Source: an optimization exercise on an open RTL-to-GDS flow (aim: small area and a short achievable clock period). Production flows keep margins and buffers that such runs may drop.
RTL that was checked went through simulation tests only; none was proved equivalent to the original.
No activity file was given, so power comes from the tool's default toggle rates.

==> exp/nickel: inputs <==
==> flow/design.v <==
module sync_vg (
 input wire clk,
 input wire reset,
 input wire interlaced,
 input wire [11:0] v_total_0,
 input wire [11:0] v_fp_0,
 input wire [11:0] v_bp_0,
 input wire [11:0] v_sync_0,
 input wire [11:0] v_total_1,
 input wire [11:0] v_fp_1,
 input wire [11:0] v_bp_1,
 input wire [11:0] v_sync_1,
 input wire [11:0] h_total,
 input wire [11:0] h_fp,
 input wire [11:0] h_bp,
 input wire [11:0] h_sync,
 input wire [11:0] hv_offset_0,
 input wire [11:0] hv_offset_1,
 output reg vs_out,
 output reg hs_out,
 output reg de_out,
 output reg [12:0] v_count_out,
 output reg [11:0] h_count_out,
 output reg [11:0] x_out,
 output reg [12:0] y_out,
 output reg field_out
);
function [12:0] inc12;
 input [11:0] x;
 integer i;
 begin
  inc12[0] = ~x[0];
  for (i = 1; i < 12; i = i + 1)
   inc12[i] = x[i] ^ (&(x | ~((12'd1 << i) - 12'd1)));
  inc12[12] = &x;
 end
endfunction
function [12:0] inc13;
 input [12:0] x;
 integer i;
 begin
  inc13[0] = ~x[0];
  for (i = 1; i < 13; i = i + 1)
   inc13[i] = x[i] ^ (&(x | ~((13'd1 << i) - 13'd1)));
 end
endfunction
function inc_eq;
 input [11:0] x, y;
 reg [12:0] a, b;
 begin
  a = {1'b0, y};
  b = {1'b1, ~x};
  inc_eq = ((a ^ b) == {(a[11:0] | b[11:0]), 1'b0});
 end
endfunction
function sum_eq;
 input [11:0] a, b, c;
 reg [12:0] s, cy;
 begin
  s  = {1'b0, a} ^ {1'b0, b} ^ {1'b1, ~c};
  cy = ({1'b0, a} & {1'b0, b}) | ({1'b0, a} & {1'b1, ~c}) | ({1'b0, b} & {1'b1, ~c});
  sum_eq = &(s ^ {cy[11:0], 1'b0});
 end
endfunction
reg [11:0] h;
reg [11:0] v;
reg field;
reg lo_r, hi_r, vlo_r, vhi_r, le_d;
reg h0, v0;       
reg fp1;          
reg il;
reg [11:0] hk_r, vk0_r, vk1_r;
wire [11:0] vt  = field ? v_total_1 : v_total_0;
wire [11:0] vfp = fp1 ? v_fp_1 : v_fp_0;
wire [11:0] vsy = field ? v_sync_1 : v_sync_0;
wire [11:0] hvo = field ? hv_offset_1 : hv_offset_0;
wire [11:0] vk = field ? vk1_r : vk0_r;              
wire [12:0] hp1 = inc12(h);
wire line_end = inc_eq(h, h_total);
wire lo = h0 ? ~|hk_r : (lo_r | (&x_out));           
wire [12:0] x_nx = inc12(h0 ? ~hk_r : x_out);
wire [11:0] x_next = x_nx[11:0];
wire hi = h0 | (hi_r & ~sum_eq(h, h_fp, h_total));    
wire [12:0] vp1 = inc12(v);
wire frame_end = inc_eq(v, vt);
wire [12:0] y_base = v0 ? (il ? {~vk, field} : {1'b0, ~vk}) : y_out;
wire [12:0] y_cy;
assign y_cy[0] = ~il;
assign y_cy[1] = il | y_base[0];
genvar gi;
generate for (gi = 2; gi <= 12; gi = gi + 1) begin : ycarry
 assign y_cy[gi] = y_cy[1] & (&y_base[gi-1:1]);
end endgenerate
wire [12:0] y_next = y_base ^ {y_cy[12] & il, y_cy[11:0]};
wire y_ones = (&y_out[11:1]) & (il ? y_out[12] : y_out[0]);
wire vlo = v0 ? ~|vk : (vlo_r | (le_d & y_ones));    
wire vhi = v0 | (vhi_r & ~(le_d & sum_eq(v, vfp, vt)));   
wire v_en = v0 | le_d;
wire at_hvo = (h == hvo);
always @(posedge clk) begin
 il <= interlaced;
 hk_r <= h_sync + h_bp;
 vk0_r <= v_sync_0 + v_bp_0;
 vk1_r <= v_sync_1 + v_bp_1;
 lo_r <= lo;
 hi_r <= hi;
 vlo_r <= vlo;
 vhi_r <= vhi;
 if (reset) begin
  h <= 12'd0;
  v <= 12'd0;
  h0 <= 1'b1;
  v0 <= 1'b1;
  fp1 <= interlaced;
  field <= 1'b0;
  le_d <= 1'b0;
  vs_out <= 1'b0;
  hs_out <= 1'b0;
  de_out <= 1'b0;
  field_out <= 1'b0;
 end else begin
  h <= line_end ? 12'd0 : hp1[11:0];
  h0 <= line_end | hp1[12];
  if (line_end) begin
   v <= frame_end ? 12'd0 : vp1[11:0];
   v0 <= frame_end | vp1[12];
  end
  if (il & line_end & frame_end) begin
   field <= ~field;
   fp1 <= field;
  end
  le_d <= line_end;
  hs_out <= (h < h_sync);
  de_out <= lo & hi & vlo & vhi;
  if (v0 & at_hvo)
   vs_out <= 1'b1;
  else if ((v == vsy) & at_hvo)
   vs_out <= 1'b0;
  h_count_out <= h;
  x_out <= x_next;
  if (v_en) begin
   v_count_out <= v0 ? (field ? {1'b0, v_total_0} : 13'd0) : inc13(v_count_out);
   y_out <= y_next;
  end
  field_out <= field;
 end
end
endmodule
module pattern_vg (
 input wire reset,
 input wire clk_in,
 input wire [11:0] x,
 input wire [11:0] y,
 input wire vn_in, hn_in, dn_in,
 input wire [7:0] r_in, g_in, b_in,
 output reg vn_out, hn_out, den_out,
 output reg [7:0] r_out, g_out, b_out,
 input wire [11:0] total_active_pix,
 input wire [11:0] total_active_lines,
 input wire [7:0] pattern,
 input wire [19:0] ramp_step
);
reg [11:0] ramp_lo;
reg [7:0] ramp_hi;
reg ramp_c;
wire [12:0] lo_sum = {1'b0, ramp_lo} + {1'b0, ramp_step[11:0]};
wire [7:0] hi_sum = ramp_hi + ramp_step[19:12] + {7'd0, ramp_c};
reg [7:0] ramp_q;                                    
integer qi;
always @* begin
 for (qi = 0; qi < 8; qi = qi + 1)
  ramp_q[qi] = ramp_hi[qi] ^ (ramp_c & (&(ramp_hi | ~((8'd1 << qi) - 8'd1))));
end
wire [12:0] xl_a = {1'b0, total_active_pix};
wire [12:0] xl_b = {1'b1, ~x};
wire x_last = ((xl_a ^ xl_b) == {(xl_a[11:0] | xl_b[11:0]), 1'b0});
wire [12:0] yl_a = {1'b0, total_active_lines};
wire [12:0] yl_b = {1'b1, ~y};
wire y_last = ((yl_a ^ yl_b) == {(yl_a[11:0] | yl_b[11:0]), 1'b0});
wire x_first = (x == 12'd0);
wire border = dn_in & ((y == 12'd0) | x_first | x_last | y_last);
wire sel_in = (pattern == 8'd0) | ((pattern == 8'd1) & ~border);
wire sel_ff = ((pattern == 8'd1) & border) | ((pattern == 8'd2) & dn_in & x[0]) |
              ((pattern == 8'd3) & dn_in & y[0]);
wire sel_ramp = (pattern == 8'd4);
wire upd = (pattern[7:3] == 5'd0) & (~pattern[2] | (pattern[1:0] == 2'd0));
always @(posedge clk_in) begin
 vn_out <= vn_in;
 hn_out <= hn_in;
 den_out <= dn_in;
 if (reset) begin
  ramp_lo <= 12'd0;
  ramp_hi <= 8'd0;
  ramp_c <= 1'b0;
 end else if (sel_ramp & dn_in) begin
  if (x_last) begin
   ramp_lo <= 12'd0;
   ramp_hi <= 8'd0;
   ramp_c <= 1'b0;
  end else if (x_first) begin
   ramp_lo <= ramp_step[11:0];
   ramp_hi <= ramp_step[19:12];
   ramp_c <= 1'b0;
  end else begin
   ramp_lo <= lo_sum[11:0];
   ramp_hi <= hi_sum;
   ramp_c <= lo_sum[12];
  end
 end
 if (~reset & upd) begin
  r_out <= sel_in ? r_in : sel_ramp ? ramp_q : {8{sel_ff}};
  g_out <= sel_in ? g_in : sel_ramp ? ramp_q : {8{sel_ff}};
  b_out <= sel_in ? b_in : sel_ramp ? ramp_q : {8{sel_ff}};
 end
end
endmodule
module video_gen (
  input  wire        clk,
  input  wire        reset,
  input  wire        interlaced,
  input  wire [11:0] v_total_0,
  input  wire [11:0] v_fp_0,
  input  wire [11:0] v_bp_0,
  input  wire [11:0] v_sync_0,
  input  wire [11:0] v_total_1,
  input  wire [11:0] v_fp_1,
  input  wire [11:0] v_bp_1,
  input  wire [11:0] v_sync_1,
  input  wire [11:0] h_total,
  input  wire [11:0] h_fp,
  input  wire [11:0] h_bp,
  input  wire [11:0] h_sync,
  input  wire [11:0] hv_offset_0,
  input  wire [11:0] hv_offset_1,
  input  wire [11:0] total_active_pix,
  input  wire [11:0] total_active_lines,
  input  wire [7:0]  pattern,
  input  wire [19:0] ramp_step,
  input  wire [7:0]  r_in,
  input  wire [7:0]  g_in,
  input  wire [7:0]  b_in,
  output wire [12:0] v_count_out,
  output wire [11:0] h_count_out,
  output wire [11:0] x_out,
  output wire [12:0] y_out,
  output wire        field_out,
  output wire        vs_out,
  output wire        hs_out,
  output wire        de_out,
  output wire [7:0]  r_out,
  output wire [7:0]  g_out,
  output wire [7:0]  b_out
);
wire vs_t, hs_t, de_t;
sync_vg i_sync_vg (
  .clk(clk),
  .reset(reset),
  .interlaced(interlaced),
  .v_total_0(v_total_0),
  .v_fp_0(v_fp_0),
  .v_bp_0(v_bp_0),
  .v_sync_0(v_sync_0),
  .v_total_1(v_total_1),
  .v_fp_1(v_fp_1),
  .v_bp_1(v_bp_1),
  .v_sync_1(v_sync_1),
  .h_total(h_total),
  .h_fp(h_fp),
  .h_bp(h_bp),
  .h_sync(h_sync),
  .hv_offset_0(hv_offset_0),
  .hv_offset_1(hv_offset_1),
  .vs_out(vs_t),
  .hs_out(hs_t),
  .de_out(de_t),
  .v_count_out(v_count_out),
  .h_count_out(h_count_out),
  .x_out(x_out),
  .y_out(y_out),
  .field_out(field_out)
);
pattern_vg i_pattern_vg (
  .reset(reset),
  .clk_in(clk),
  .x(x_out),
  .y(y_out[11:0]),
  .vn_in(vs_t),
  .hn_in(hs_t),
  .dn_in(de_t),
  .r_in(r_in),
  .g_in(g_in),
  .b_in(b_in),
  .vn_out(vs_out),
  .hn_out(hs_out),
  .den_out(de_out),
  .r_out(r_out),
  .g_out(g_out),
  .b_out(b_out),
  .total_active_pix(total_active_pix),
  .total_active_lines(total_active_lines),
  .pattern(pattern),
  .ramp_step(ramp_step)
);
endmodule
==> flow/flow/run.sh <==
#!/bin/bash
set -euo pipefail
export BUFFER_PORTS_ARGS="-buffer_cell sky130_fd_sc_hd__buf_1"
bash standard.sh > standard_flow.log 2>&1
==> flow/standard.sh <==
#!/bin/bash
# synth_recipe.tcl (not shown) runs the flow's synth.tcl, then flattens the netlist and writes it again
# the make line also repeats each setting of config.mk as NAME=value (left out here)
make -C /OpenROAD-flow-scripts/flow DESIGN_CONFIG=/design/flow/config.mk WORK_HOME=/design/flow/orfs CLKGATE_MAP_FILE= SYNTH_SCRIPT=/design/flow/synth_recipe.tcl "${@:-finish}"
==> flow/config.mk <==
export PLATFORM = sky130hd
export DESIGN_NAME = video_gen
export DESIGN_NICKNAME = video_gen
export VERILOG_FILES = /design/flow/design.v
export SDC_FILE = /design/flow/constraint.sdc
export NUM_CORES = 4
export LEC_CHECK = 0
export CAP_MARGIN = 20
export CORE_AREA = 2.3 2.72 157.78 157.76
export CTS_BUF_LIST = sky130_fd_sc_hd__clkbuf_4 sky130_fd_sc_hd__clkbuf_8
export DIE_AREA = 0 0 160 160
export SETUP_SLACK_MARGIN = 3.0
export SLEW_MARGIN = 20
==> flow/constraint.sdc <==
create_clock -name core_clock -period 5.0 [get_ports {clk}]
set_input_delay 1.0000 -clock core_clock [delete_from_list [all_inputs] [get_ports {clk}]]
set_output_delay 1.0000 -clock core_clock [all_outputs]
set_load 0.01 [all_outputs]
==> exp/maple (differences from exp/nickel) <==
==> flow/design.v, changed modules only <==
module sync_vg (
 input wire clk,
 input wire reset,
 input wire interlaced,
 input wire [11:0] v_total_0,
 input wire [11:0] v_fp_0,
 input wire [11:0] v_bp_0,
 input wire [11:0] v_sync_0,
 input wire [11:0] v_total_1,
 input wire [11:0] v_fp_1,
 input wire [11:0] v_bp_1,
 input wire [11:0] v_sync_1,
 input wire [11:0] h_total,
 input wire [11:0] h_fp,
 input wire [11:0] h_bp,
 input wire [11:0] h_sync,
 input wire [11:0] hv_offset_0,
 input wire [11:0] hv_offset_1,
 output reg vs_out,
 output reg hs_out,
 output reg de_out,
 output reg [12:0] v_count_out,
 output reg [11:0] h_count_out,
 output reg [11:0] x_out,
 output reg [12:0] y_out,
 output reg field_out
);
function sum_eq;
 input [11:0] a, b, c;
 reg [12:0] s, cy;
 begin
  s  = {1'b0, a} ^ {1'b0, b} ^ {1'b1, ~c};
  cy = ({1'b0, a} & {1'b0, b}) | ({1'b0, a} & {1'b1, ~c}) | ({1'b0, b} & {1'b1, ~c});
  sum_eq = &(s ^ {cy[11:0], 1'b0});
 end
endfunction
reg [11:0] h;
reg [11:0] v;
reg field;
reg lo_r, hi_r, vlo_r, vhi_r, le_d;
reg il;
reg [11:0] nk_r, nkv0_r, nkv1_r;
wire [11:0] vt  = field ? v_total_1 : v_total_0;
wire [11:0] vfp = (il & ~field) ? v_fp_1 : v_fp_0;
wire [11:0] vsy = field ? v_sync_1 : v_sync_0;
wire [11:0] hvo = field ? hv_offset_1 : hv_offset_0;
wire [11:0] nkv = field ? nkv1_r : nkv0_r;           
wire h0 = ~|h;
wire [12:0] hp1 = {1'b0, h} + 13'd1;
wire line_end = (hp1 == {1'b0, h_total});
wire [12:0] x_inc = {1'b0, x_out} + 13'd1;
wire lo = h0 ? ~|nk_r : (lo_r | (&x_out));           
wire hi = h0 | (hi_r & ~sum_eq(h, h_fp, h_total));    
wire v0 = ~|v;
wire [12:0] vp1 = {1'b0, v} + 13'd1;
wire frame_end = (vp1 == {1'b0, vt});
wire [12:0] y_cy;
assign y_cy[0] = ~il;
assign y_cy[1] = il | y_out[0];
genvar gi;
generate for (gi = 2; gi <= 12; gi = gi + 1) begin : ycarry
 assign y_cy[gi] = y_cy[gi-1] & y_out[gi-1];
end endgenerate
wire [12:0] y_inc = y_out ^ {y_cy[12] & il, y_cy[11:0]};
wire y_ones = (&y_out[11:1]) & (il ? y_out[12] : y_out[0]);
wire vlo = v0 ? ~|nkv : (vlo_r | (le_d & y_ones));   
wire vhi = v0 | (vhi_r & ~(le_d & sum_eq(v, vfp, vt)));   
wire v_en = v0 | le_d;
wire at_hvo = (h == hvo);
always @(posedge clk) begin
 il <= interlaced;
 nk_r <= ~h_sync + ~h_bp + 12'd2;
 nkv0_r <= ~v_sync_0 + ~v_bp_0 + 12'd2;
 nkv1_r <= ~v_sync_1 + ~v_bp_1 + 12'd2;
 lo_r <= lo;
 hi_r <= hi;
 vlo_r <= vlo;
 vhi_r <= vhi;
 if (reset) begin
  h <= 12'd0;
  v <= 12'd0;
  field <= 1'b0;
  le_d <= 1'b0;
  vs_out <= 1'b0;
  hs_out <= 1'b0;
  de_out <= 1'b0;
  field_out <= 1'b0;
 end else begin
  h <= line_end ? 12'd0 : hp1[11:0];
  if (line_end)
   v <= frame_end ? 12'd0 : vp1[11:0];
  if (il & line_end & frame_end)
   field <= ~field;
  le_d <= line_end;
  hs_out <= (h < h_sync);
  de_out <= lo & hi & vlo & vhi;
  if (v0 & at_hvo)
   vs_out <= 1'b1;
  else if ((v == vsy) & at_hvo)
   vs_out <= 1'b0;
  h_count_out <= h;
  x_out <= h0 ? nk_r : x_inc[11:0];
  if (v_en) begin
   v_count_out <= v0 ? (field ? {1'b0, v_total_0} : 13'd0) : v_count_out + 13'd1;
   y_out <= v0 ? (il ? {nkv, field} : {1'b0, nkv}) : y_inc;
  end
  field_out <= field;
 end
end
endmodule
module pattern_vg (
 input wire reset,
 input wire clk_in,
 input wire [11:0] x,
 input wire [11:0] y,
 input wire vn_in, hn_in, dn_in,
 input wire [7:0] r_in, g_in, b_in,
 output reg vn_out, hn_out, den_out,
 output reg [7:0] r_out, g_out, b_out,
 input wire [11:0] total_active_pix,
 input wire [11:0] total_active_lines,
 input wire [7:0] pattern,
 input wire [19:0] ramp_step
);
reg [11:0] ramp_lo;
reg [7:0] ramp_hi;
reg ramp_c;
wire [12:0] lo_sum = {1'b0, ramp_lo} + {1'b0, ramp_step[11:0]};
wire [7:0] hi_sum = ramp_hi + ramp_step[19:12] + {7'd0, ramp_c};
wire [7:0] ramp_q = ramp_hi + {7'd0, ramp_c};        
wire [12:0] xl_a = {1'b0, total_active_pix};
wire [12:0] xl_b = {1'b1, ~x};
wire x_last = ((xl_a ^ xl_b) == {(xl_a[11:0] | xl_b[11:0]), 1'b0});
wire [12:0] yl_a = {1'b0, total_active_lines};
wire [12:0] yl_b = {1'b1, ~y};
wire y_last = ((yl_a ^ yl_b) == {(yl_a[11:0] | yl_b[11:0]), 1'b0});
wire x_first = (x == 12'd0);
wire border = dn_in & ((y == 12'd0) | x_first | x_last | y_last);
wire sel_in = (pattern == 8'd0) | ((pattern == 8'd1) & ~border);
wire sel_ff = ((pattern == 8'd1) & border) | ((pattern == 8'd2) & dn_in & x[0]) |
              ((pattern == 8'd3) & dn_in & y[0]);
wire sel_ramp = (pattern == 8'd4);
wire upd = (pattern[7:3] == 5'd0) & (~pattern[2] | (pattern[1:0] == 2'd0));
always @(posedge clk_in) begin
 vn_out <= vn_in;
 hn_out <= hn_in;
 den_out <= dn_in;
 if (reset) begin
  ramp_lo <= 12'd0;
  ramp_hi <= 8'd0;
  ramp_c <= 1'b0;
 end else if (sel_ramp & dn_in) begin
  if (x_last) begin
   ramp_lo <= 12'd0;
   ramp_hi <= 8'd0;
   ramp_c <= 1'b0;
  end else if (x_first) begin
   ramp_lo <= ramp_step[11:0];
   ramp_hi <= ramp_step[19:12];
   ramp_c <= 1'b0;
  end else begin
   ramp_lo <= lo_sum[11:0];
   ramp_hi <= hi_sum;
   ramp_c <= lo_sum[12];
  end
 end
 if (~reset & upd) begin
  r_out <= sel_in ? r_in : sel_ramp ? ramp_q : {8{sel_ff}};
  g_out <= sel_in ? g_in : sel_ramp ? ramp_q : {8{sel_ff}};
  b_out <= sel_in ? b_in : sel_ramp ? ramp_q : {8{sel_ff}};
 end
end
endmodule
Settings changed: CORE_AREA 2.3 2.72 157.78 157.76 to 2.3 2.72 207.7 207.12, CTS_BUF_LIST sky130_fd_sc_hd__clkbuf_4 sky130_fd_sc_hd__clkbuf_8 to default, DIE_AREA 0 0 160 160 to 0 0 210 210, SETUP_SLACK_MARGIN 3.0 to default.
==> exp/tundra (differences from exp/nickel) <==
==> flow/design.v, changed modules only <==
module sync_vg (
 input wire clk,
 input wire reset,
 input wire interlaced,
 input wire [11:0] v_total_0,
 input wire [11:0] v_fp_0,
 input wire [11:0] v_bp_0,
 input wire [11:0] v_sync_0,
 input wire [11:0] v_total_1,
 input wire [11:0] v_fp_1,
 input wire [11:0] v_bp_1,
 input wire [11:0] v_sync_1,
 input wire [11:0] h_total,
 input wire [11:0] h_fp,
 input wire [11:0] h_bp,
 input wire [11:0] h_sync,
 input wire [11:0] hv_offset_0,
 input wire [11:0] hv_offset_1,
 output reg vs_out,
 output reg hs_out,
 output reg de_out,
 output reg [12:0] v_count_out,
 output reg [11:0] h_count_out,
 output reg [11:0] x_out,
 output reg [12:0] y_out,
 output reg field_out
);
function [12:0] inc12;
 input [11:0] x;
 integer i;
 begin
  inc12[0] = ~x[0];
  for (i = 1; i < 12; i = i + 1)
   inc12[i] = x[i] ^ (&(x | ~((12'd1 << i) - 12'd1)));
  inc12[12] = &x;
 end
endfunction
function [12:0] inc13;
 input [12:0] x;
 integer i;
 begin
  inc13[0] = ~x[0];
  for (i = 1; i < 13; i = i + 1)
   inc13[i] = x[i] ^ (&(x | ~((13'd1 << i) - 13'd1)));
 end
endfunction
function inc_eq;
 input [11:0] x, y;
 reg [12:0] a, b;
 begin
  a = {1'b0, y};
  b = {1'b1, ~x};
  inc_eq = ((a ^ b) == {(a[11:0] | b[11:0]), 1'b0});
 end
endfunction
function sum_eq;
 input [11:0] a, b, c;
 reg [12:0] s, cy;
 begin
  s  = {1'b0, a} ^ {1'b0, b} ^ {1'b1, ~c};
  cy = ({1'b0, a} & {1'b0, b}) | ({1'b0, a} & {1'b1, ~c}) | ({1'b0, b} & {1'b1, ~c});
  sum_eq = &(s ^ {cy[11:0], 1'b0});
 end
endfunction
reg [11:0] h;
reg [11:0] v;
reg field;
reg lo_r, hi_r, vlo_r, vhi_r, le_d;
reg h0, v0;       
reg fp1;          
reg il;
reg [11:0] hk_r, nvk0_r, nvk1_r;
wire [11:0] vt  = field ? v_total_1 : v_total_0;
wire [11:0] vfp = fp1 ? v_fp_1 : v_fp_0;
wire [11:0] vsy = field ? v_sync_1 : v_sync_0;
wire [11:0] hvo = field ? hv_offset_1 : hv_offset_0;
wire [11:0] nvk = field ? nvk1_r : nvk0_r;           
wire [12:0] hp1 = inc12(h);
wire line_end = inc_eq(h, h_total);
wire lo = h0 ? ~|hk_r : (lo_r | (&x_out));           
wire [12:0] x_nx = inc12(h0 ? ~hk_r : x_out);
wire [11:0] x_next = x_nx[11:0];
wire hi = h0 | (hi_r & ~sum_eq(h, h_fp, h_total));    
wire [12:0] vp1 = inc12(v);
wire frame_end = inc_eq(v, vt);
wire [12:0] y_cy;
assign y_cy[0] = ~il;
assign y_cy[1] = il | y_out[0];
genvar gi;
generate for (gi = 2; gi <= 12; gi = gi + 1) begin : ycarry
 assign y_cy[gi] = y_cy[1] & (&y_out[gi-1:1]);
end endgenerate
wire [12:0] y_next = v0 ? (il ? {nvk, field} : {1'b0, nvk})
                        : y_out ^ {y_cy[12] & il, y_cy[11:0]};
wire y_ones = (&y_out[11:1]) & (il ? y_out[12] : y_out[0]);
wire vlo = v0 ? ~|nvk : (vlo_r | (le_d & y_ones));   
wire vhi = v0 | (vhi_r & ~(le_d & sum_eq(v, vfp, vt)));   
wire v_en = v0 | le_d;
wire at_hvo = (h == hvo);
always @(posedge clk) begin
 il <= interlaced;
 hk_r <= h_sync + h_bp;
 nvk0_r <= 12'd0 - (v_sync_0 + v_bp_0);
 nvk1_r <= 12'd0 - (v_sync_1 + v_bp_1);
 lo_r <= lo;
 hi_r <= hi;
 vlo_r <= vlo;
 vhi_r <= vhi;
 if (reset) begin
  h <= 12'd0;
  v <= 12'd0;
  h0 <= 1'b1;
  v0 <= 1'b1;
  fp1 <= interlaced;
  field <= 1'b0;
  le_d <= 1'b0;
  vs_out <= 1'b0;
  hs_out <= 1'b0;
  de_out <= 1'b0;
  field_out <= 1'b0;
 end else begin
  h <= line_end ? 12'd0 : hp1[11:0];
  h0 <= line_end | hp1[12];
  if (line_end) begin
   v <= frame_end ? 12'd0 : vp1[11:0];
   v0 <= frame_end | vp1[12];
  end
  if (il & line_end & frame_end) begin
   field <= ~field;
   fp1 <= field;
  end
  le_d <= line_end;
  hs_out <= (h < h_sync);
  de_out <= lo & hi & vlo & vhi;
  if (v0 & at_hvo)
   vs_out <= 1'b1;
  else if ((v == vsy) & at_hvo)
   vs_out <= 1'b0;
  h_count_out <= h;
  x_out <= x_next;
  if (v_en) begin
   v_count_out <= v0 ? (field ? {1'b0, v_total_0} : 13'd0) : inc13(v_count_out);
   y_out <= y_next;
  end
  field_out <= field;
 end
end
endmodule
module pattern_vg (
 input wire reset,
 input wire clk_in,
 input wire [11:0] x,
 input wire [11:0] y,
 input wire vn_in, hn_in, dn_in,
 input wire [7:0] r_in, g_in, b_in,
 output reg vn_out, hn_out, den_out,
 output reg [7:0] r_out, g_out, b_out,
 input wire [11:0] total_active_pix,
 input wire [11:0] total_active_lines,
 input wire [7:0] pattern,
 input wire [19:0] ramp_step
);
reg [5:0] ramp_lo, ramp_mid;
reg [7:0] ramp_hi;
reg ramp_c0, ramp_c1;
wire [6:0] lo_sum = {1'b0, ramp_lo} + {1'b0, ramp_step[5:0]};
wire [7:0] mid_cs = {1'b0, ramp_mid, 1'b1} + {1'b0, ramp_step[11:6], ramp_c0};
wire [6:0] mid_sum = mid_cs[7:1];
wire [8:0] hi_cs = {ramp_hi, 1'b1} + {ramp_step[19:12], ramp_c1};
wire [7:0] hi_sum = hi_cs[8:1];
wire mid_cy = ramp_c0 & (&ramp_mid);
wire [7:0] ramp_q = ramp_hi + {6'd0, ramp_c1 & mid_cy, ramp_c1 ^ mid_cy};    
wire [12:0] xl_a = {1'b0, total_active_pix};
wire [12:0] xl_b = {1'b1, ~x};
wire x_last = ((xl_a ^ xl_b) == {(xl_a[11:0] | xl_b[11:0]), 1'b0});
wire [12:0] yl_a = {1'b0, total_active_lines};
wire [12:0] yl_b = {1'b1, ~y};
wire y_last = ((yl_a ^ yl_b) == {(yl_a[11:0] | yl_b[11:0]), 1'b0});
wire x_first = (x == 12'd0);
wire border = dn_in & ((y == 12'd0) | x_first | x_last | y_last);
wire sel_in = (pattern == 8'd0) | ((pattern == 8'd1) & ~border);
wire sel_ff = ((pattern == 8'd1) & border) | ((pattern == 8'd2) & dn_in & x[0]) |
              ((pattern == 8'd3) & dn_in & y[0]);
wire sel_ramp = (pattern == 8'd4);
wire upd = (pattern[7:3] == 5'd0) & (~pattern[2] | (pattern[1:0] == 2'd0));
always @(posedge clk_in) begin
 vn_out <= vn_in;
 hn_out <= hn_in;
 den_out <= dn_in;
 if (reset | (sel_ramp & dn_in & x_last)) begin
  ramp_lo <= 6'd0;
  ramp_mid <= 6'd0;
  ramp_hi <= 8'd0;
  ramp_c0 <= 1'b0;
  ramp_c1 <= 1'b0;
 end else if (sel_ramp & dn_in) begin
  if (x_first) begin
   ramp_lo <= ramp_step[5:0];
   ramp_mid <= ramp_step[11:6];
   ramp_hi <= ramp_step[19:12];
   ramp_c0 <= 1'b0;
   ramp_c1 <= 1'b0;
  end else begin
   ramp_lo <= lo_sum[5:0];
   ramp_mid <= mid_sum[5:0];
   ramp_hi <= hi_sum;
   ramp_c0 <= lo_sum[6];
   ramp_c1 <= mid_sum[6];
  end
 end
 if (~reset & upd) begin
  r_out <= sel_in ? r_in : sel_ramp ? ramp_q : {8{sel_ff}};
  g_out <= sel_in ? g_in : sel_ramp ? ramp_q : {8{sel_ff}};
  b_out <= sel_in ? b_in : sel_ramp ? ramp_q : {8{sel_ff}};
 end
end
endmodule
Settings changed: CORE_AREA 2.3 2.72 157.78 157.76 to 2.3 2.72 137.54 136.0, DIE_AREA 0 0 160 160 to 0 0 140 140, SETUP_SLACK_MARGIN 3.0 to 2.8, TNS_END_PERCENT from default to 0.
==> qor summary <==
| metric | exp/maple | exp/tundra | exp/nickel |
|---|---|---|---|
| Outcome | finished clean | finished clean | finished clean |
| Total routed wire length on the met1 layer | 17.1 mm | 14.1 mm | 16.1 mm |
| Critical Setup Path Class | flip-flop to flip-flop | primary input to flip-flop | primary input to flip-flop |
| GR met2 Demand/Resource | 30.6% | 62.8% | 50.4% |
| Crit. path cell count | 17 | 10 | 10 |
| Via count | 11800 | 12100 | 11500 |
| Final period demand of the worst path | 3770 ps | 2570 ps | 2620 ps |
| Die Span Y | 210 um | 140 um | 160 um |
| FP Rows | 75 | 49 | 57 |
| Cell repeated most along the worst path | sky130_fd_sc_hd__ha_1 | sky130_fd_sc_hd__buf_4 | - |
| Power of the sequential group | 1.79 mW | 1.75 mW | 1.68 mW |
| Slowest stage delay, CP | 490 ps | 310 ps | 440 ps |
| Normalized max-slew margin | 34.7% | 36.6% | 44.2% |
| Inverter count | 160 | 142 | 93 |
| Cell with the most instances after synthesis | sky130_fd_sc_hd__inv_1 | sky130_fd_sc_hd__ha_1 | sky130_fd_sc_hd__ha_1 |
| Setup slack on the worst flop-to-flop path | 1230 ps | 2460 ps | 2400 ps |
| Reg clk slew, reported paths | 70 ps | 100 ps | 110 ps |
| Endpoint of the worst-slack reg-to-reg timing path | i_sync_vg.y_out[12] | i_sync_vg.de_out | i_sync_vg.y_out[12] |
No functional check of the RTL was part of exp/maple and exp/tundra.

==> static timing again, ports no longer ideal <==
In the flow no input, the clock included, has a driving cell. The finished layouts below were timed again as built, in two steps.
Step 1 (the two cells are an assumption about what drives the block):
set clk [get_ports {clk}]
set_driving_cell -lib_cell sky130_fd_sc_hd__clkbuf_16 $clk
set_driving_cell -lib_cell sky130_fd_sc_hd__buf_2 [delete_from_list [all_inputs] $clk]
Step 2 adds t to the input delays and takes it off the output delays; t is the mean of the earliest and latest rising clock arrival at the registers after step 1. Input paths then give back, and output paths get back, about the clock's delay inside the block.
Slacks: no drivers / after step 1 / after step 2; pairs: no drivers / after step 1.
run | t (ns) | slack for setup (ns) | worst register clock-pin slew, ns
exp/nickel | 0.516 | 2.383 / 2.366 / 1.850 | 0.11 / 0.11
exp/maple | 0.505 | 1.233 / 1.233 / 1.233 | 0.07 / 0.07
exp/tundra | 0.519 | 2.425 / 2.443 / 1.924 | 0.10 / 0.10
After both steps setup and hold are still met in every run listed. For exp/nickel, which loses most, drivers alone change the setup slack by -0.017 ns; drivers and shift together by -0.533 ns.
